This design comes from an exercise in tuning for small area on the open sky130 flow, not from production work.
No activity file was given, so power comes from the tool's default toggle rates.

## dma_module
module dma_module #(
	parameter DATA_SIZE = 1280 * 720 * 3 / 8,
	parameter DATA_SIZE_LOG = 19,
	parameter BURST_SIZE = 16,
	parameter BURST_NUM = DATA_SIZE / BURST_SIZE
)
(
	input					read_active,
	input		[31:0]		read_address,
	output	reg				read_idle,
	input					write_active,
	input		[31:0]		write_address,
	output 	reg 			write_idle,
	output		[3:0]		rw_resp,
	input					m_axi_acp_aclk,
	input					axi_resetn,
	output	reg	[31:0]		m_axi_acp_araddr,
	output	reg				m_axi_acp_arvalid,
	input					m_axi_acp_arready,
	input		[2:0]		m_axi_acp_rid,
	input		[63:0]		m_axi_acp_rdata,
	input		[1:0]		m_axi_acp_rresp,
	input					m_axi_acp_rlast,
	input					m_axi_acp_rvalid,
	output					m_axi_acp_rready,
	output	reg	[31:0]		m_axi_acp_awaddr,
	output	reg				m_axi_acp_awvalid,
	input					m_axi_acp_awready,
	output		[63:0]		m_axi_acp_wdata,
	output					m_axi_acp_wlast,
	output					m_axi_acp_wvalid,
	input					m_axi_acp_wready,
	input		[2:0]		m_axi_acp_bid,
	input		[1:0]		m_axi_acp_bresp,
	input		[4:0]		m_axi_acp_buser,
	input					m_axi_acp_bvalid,
	output	reg				m_axi_acp_bready,
	output		[63:0]		mm2s_data,
	output					mm2s_valid,
	input					mm2s_ready,
	input		[63:0]		s2mm_data,
	input					s2mm_valid,
	output					s2mm_ready
);
	localparam [9:0] BN_HI = BURST_NUM / 32;
	reg	[DATA_SIZE_LOG-1:0]	rdata_count;
	reg						rdata_ch_active;
	reg	[4:0]				rd_neg;
  ...
For scale: roughly 560 cells after synthesis, roughly 120 flip-flops, about 430 I/O pins, roughly 6000 um^2 of cells after synthesis.
Settings: LEC_CHECK=0, CAP_MARGIN=0, CORE_MARGIN=2, CORE_UTILIZATION=40, SLEW_MARGIN=0, BUFFER_PORTS_ARGS=-buffer_cell sky130_fd_sc_hd__buf_1, CTS_ARGS=-sink_clustering_enable -repair_clock_nets -dont_use_dummy_load -buf_list {sky130_fd_sc_hd__clkbuf_4} -sink_clustering_size 30 -sink_clustering_max_diameter 100; clock period 2.5 ns.
standard.sh (not shown) runs the stock make flow with config.mk's settings and CLKGATE_MAP_FILE= SYNTH_SCRIPT=/design/flow/synth_recipe.tcl, a recipe that flattens the netlist after the stock synthesis.
==> flow/flow/run.sh <==
#!/bin/bash
set -euo pipefail
cd "$(dirname "$0")/.."
cat >> config.mk <<'MK'
export BUFFER_PORTS_ARGS = -buffer_cell sky130_fd_sc_hd__buf_1
export CTS_ARGS = -sink_clustering_enable -repair_clock_nets -dont_use_dummy_load -buf_list {sky130_fd_sc_hd__clkbuf_4} -sink_clustering_size 30 -sink_clustering_max_diameter 100
MK
bash standard.sh > standard.log 2>&1
The baseline produced a clean layout.
Edit:
- CAP_MARGIN: 0 -> 20
- CORE_UTILIZATION: 40 -> 75
- SLEW_MARGIN: 0 -> 20
What happened: The changed run never finished: it broke off in I/O pin placement; synthesized area stays the same; synthesized cell count does not change.
Edit:
- CORE_UTILIZATION: 75 -> 60
Outcome:
- The new run failed in I/O pin placement with PPL-0024
- area after synthesis stays the same
- synthesized cell count is unchanged
Edit:
- CORE_UTILIZATION: 60 -> 40
The changed run passed the timing, design-rule and antenna checks.
Synthesized area is unchanged.
Synthesized cell count does not change.
No functional check of the RTL was part of any run of this note.

---

== run A ==
dma_module, a different RTL version from the one above (not shown whole).
For scale: about 690 cells after synthesis, ~430 I/O pins, about 6400 um2 of cells after synthesis.
// dma_module
module dma_module #(
	parameter DATA_SIZE = 1280 * 720 * 3 / 8,
	parameter DATA_SIZE_LOG = 19,
	parameter BURST_SIZE = 16,
	parameter BURST_NUM = DATA_SIZE / BURST_SIZE
)
(
	input					read_active,
	input		[31:0]		read_address,
	output	reg				read_idle,
	input					write_active,
	input		[31:0]		write_address,
	output 	reg 			write_idle,
	output		[3:0]		rw_resp,
	input					m_axi_acp_aclk,
	input					axi_resetn,
	output	reg	[31:0]		m_axi_acp_araddr,
	output	reg				m_axi_acp_arvalid,
	input					m_axi_acp_arready,
	input		[2:0]		m_axi_acp_rid,
	input		[63:0]		m_axi_acp_rdata,
	input		[1:0]		m_axi_acp_rresp,
	input					m_axi_acp_rlast,
	input					m_axi_acp_rvalid,
	output					m_axi_acp_rready,
	output	reg	[31:0]		m_axi_acp_awaddr,
	output	reg				m_axi_acp_awvalid,
	input					m_axi_acp_awready,
	output		[63:0]		m_axi_acp_wdata,
	output					m_axi_acp_wlast,
	output					m_axi_acp_wvalid,
	input					m_axi_acp_wready,
	input		[2:0]		m_axi_acp_bid,
	input		[1:0]		m_axi_acp_bresp,
	input		[4:0]		m_axi_acp_buser,
	input					m_axi_acp_bvalid,
	output	reg				m_axi_acp_bready,
	output		[63:0]		mm2s_data,
	output					mm2s_valid,
	input					mm2s_ready,
	input		[63:0]		s2mm_data,
	input					s2mm_valid,
	output					s2mm_ready
);
==> flow/config.mk <==
export PLATFORM = sky130hd
export DESIGN_NAME = dma_module
export DESIGN_NICKNAME = dma_module
export VERILOG_FILES = /design/flow/design.v
export SDC_FILE = /design/flow/constraint.sdc
export NUM_CORES = 4
export LEC_CHECK = 0
export CAP_MARGIN = 20
export CORE_MARGIN = 2
export CORE_UTILIZATION = 40
export SLEW_MARGIN = 20
export BUFFER_PORTS_ARGS = -buffer_cell sky130_fd_sc_hd__buf_1
export CTS_ARGS = -sink_clustering_enable -repair_clock_nets -dont_use_dummy_load -buf_list {sky130_fd_sc_hd__clkbuf_2 sky130_fd_sc_hd__clkbuf_4 sky130_fd_sc_hd__clkbuf_8}
==> flow/constraint.sdc <==
create_clock -name core_clock -period 2.5 [get_ports {m_axi_acp_aclk}]
set_input_delay 0.5000 -clock core_clock [delete_from_list [all_inputs] [get_ports {m_axi_acp_aclk}]]
set_output_delay 0.5000 -clock core_clock [all_outputs]
set_load 0.01 [all_outputs]
==> flow/flow/run.sh <==
#!/bin/bash
set -euo pipefail
cd "$(dirname "$0")/.."
cat >> config.mk <<'MK'
export BUFFER_PORTS_ARGS = -buffer_cell sky130_fd_sc_hd__buf_1
export CTS_ARGS = -sink_clustering_enable -repair_clock_nets -dont_use_dummy_load -buf_list {sky130_fd_sc_hd__clkbuf_2 sky130_fd_sc_hd__clkbuf_4 sky130_fd_sc_hd__clkbuf_8}
MK
bash standard.sh > standard.log 2>&1
No stage failed in run A, and the final checks on the layout all came back clean.
### run A -> run B
- swapping -sink_clustering_enable -repair_clock_nets -dont_use_dummy_load -buf_list {sky130_fd_sc_hd__clkbuf_2 sky130_fd_sc_hd__clkbuf_4 sky130_fd_sc_hd__clkbuf_8} for -sink_clustering_enable -repair_clock_nets -dont_use_dummy_load -buf_list {sky130_fd_sc_hd__clkbuf_4} -sink_clustering_size 30 -sink_clustering_max_diameter 100 in CTS_ARGS
==> flow/flow/run.sh <==
#!/bin/bash
set -euo pipefail
cd "$(dirname "$0")/.."
cat >> config.mk <<'MK'
export BUFFER_PORTS_ARGS = -buffer_cell sky130_fd_sc_hd__buf_1
export CTS_ARGS = -sink_clustering_enable -repair_clock_nets -dont_use_dummy_load -buf_list {sky130_fd_sc_hd__clkbuf_4} -sink_clustering_size 30 -sink_clustering_max_diameter 100
MK
bash standard.sh > standard.log 2>&1
- As far as sequential cell count goes, run A and run B are indistinguishable; the numbers are identical.
- From run A to run B the numbers moved as follows: layout overhead on the synthesized area now sits lower, total length of routed met3 wires now sits lower.
Changes in run C relative to run B:
- removing CTS_ARGS (formerly -sink_clustering_enable -repair_clock_nets -dont_use_dummy_load -buf_list {sky130_fd_sc_hd__clkbuf_4} -sink_clustering_size 30 -sink_clustering_max_diameter 100)
- removing BUFFER_PORTS_ARGS (formerly -buffer_cell sky130_fd_sc_hd__buf_1)
==> flow/run.sh (new file) <==
#!/bin/bash
# synth_recipe.tcl (not shown) runs the flow's synth.tcl, then flattens the netlist and writes it again
# the make line also repeats each setting of config.mk as NAME=value (left out here)
make -C /OpenROAD-flow-scripts/flow DESIGN_CONFIG=/design/flow/config.mk WORK_HOME=/design/flow/orfs CLKGATE_MAP_FILE= SYNTH_SCRIPT=/design/flow/synth_recipe.tcl finish
removed: flow/flow/run.sh
removed: flow/standard.sh
Results
- Area occupied by multi-input gates: run C vs run B identical
- Number of vias after detailed routing, run C and run B: larger value in run C
- In the reports for run C and run B, the smaller clock buffer count belongs to run B.
- Relative to run B, clock skew has gone down in run C.
- Re number of flops mapped to enable cells by yosys: no difference whatsoever between run B and run C.
- Compared with run B, run C shows clock network contribution to total cell area higher by 5.5 points.
- | power | run C vs run B | about 50% higher |
- Classification of the worst-slack hold path: flop to flop -> run C, input pin to flop -> run B
- Final routed wire length divided by cell count went up by a little under 10% going from run B to run C.
The following lists how run D was set up differently from run C:
- CTS_ARGS now -sink_clustering_enable -repair_clock_nets -dont_use_dummy_load, previously not set
- BUFFER_PORTS_ARGS now -buffer_cell sky130_fd_sc_hd__buf_1, previously not set
==> flow/flow/run.sh (new file) <==
#!/bin/bash
# Standard ORFS layout, with small port buffers and a lighter clock tree.
set -euo pipefail
cd "$(dirname "$0")/.."
cat >> config.mk <<'MK'
export BUFFER_PORTS_ARGS = -buffer_cell sky130_fd_sc_hd__buf_1
export CTS_ARGS = -sink_clustering_enable -repair_clock_nets -dont_use_dummy_load
MK
bash standard.sh > standard.log 2>&1
==> flow/standard.sh (new file) <==
#!/bin/bash
# synth_recipe.tcl (not shown) runs the flow's synth.tcl, then flattens the netlist and writes it again
# the make line also repeats each setting of config.mk as NAME=value (left out here)
make -C /OpenROAD-flow-scripts/flow DESIGN_CONFIG=/design/flow/config.mk WORK_HOME=/design/flow/orfs CLKGATE_MAP_FILE= SYNTH_SCRIPT=/design/flow/synth_recipe.tcl "${@:-finish}"
removed: flow/run.sh
Findings:
clkdlybuf4s50_1 as the master of the slowest instance on the critical path was reported by run C, and dfxtp_1 by run D.
Compared with run C, routed length on met3 in run D decreased by a few percent.
The lower HPWL reported at the end of detailed placement of run C and run D is in run D.
Wire: run D routes less than run C
Run D against run C: number of standard cells in the final layout excluding fillers shows a reduction of 3.3%; vias per cell shows a reduction of 0.066; post-route cell area shows a reduction of 16%; power per unit of standard cell area shows an increase of about 1.5%.
Of run D and run C, it is run D that has the higher worst endpoint required time.
Run D vs run C — total routed wire length on the met1 layer dropped 3.4%.
No run of this note included a check of the RTL's function; only the layout flow was run.

[port drivers added, routing unchanged]
In the flow no input, the clock included, has a driving cell. The finished layouts below were timed again as built, in two steps.
Step 1 assumes that a clkbuf_16 drives the clock port and a buf_2 every other input.
Step 2, shift: input delay + t, output delay - t, t = (earliest + latest rising clock arrival at the registers) / 2. This alone moves slack from input paths to output paths.
Three values: no drivers, after step 1, after step 2; two values: the first two.
run	t, ns	setup slack, ns	worst setup path at the end	latest minus earliest clock arrival (ns)	cell pins on the clock port's net
the first run of note 1	0.530	0.273 / 0.273 / 0.067	input to register	0.050 / 0.049	1
the fourth run of note 1	0.530	0.273 / 0.273 / 0.067	input to register	0.050 / 0.049	1
run A	0.458	0.422 / 0.422 / 0.158	input to register	0.027 / 0.027	1
run B	0.540	0.448 / 0.448 / 0.169	input to register	0.041 / 0.041	1
run C	0.442	0.224 / 0.238 / -0.204	input to register	0.007 / 0.008	1
run D	0.441	0.448 / 0.448 / 0.158	input to register	0.019 / 0.019	1
Met with ideal ports but missed after step 2: setup timing in run C. The setup slack of run C, which loses most, moves by +0.014 ns with the drivers and by -0.428 ns with both steps.
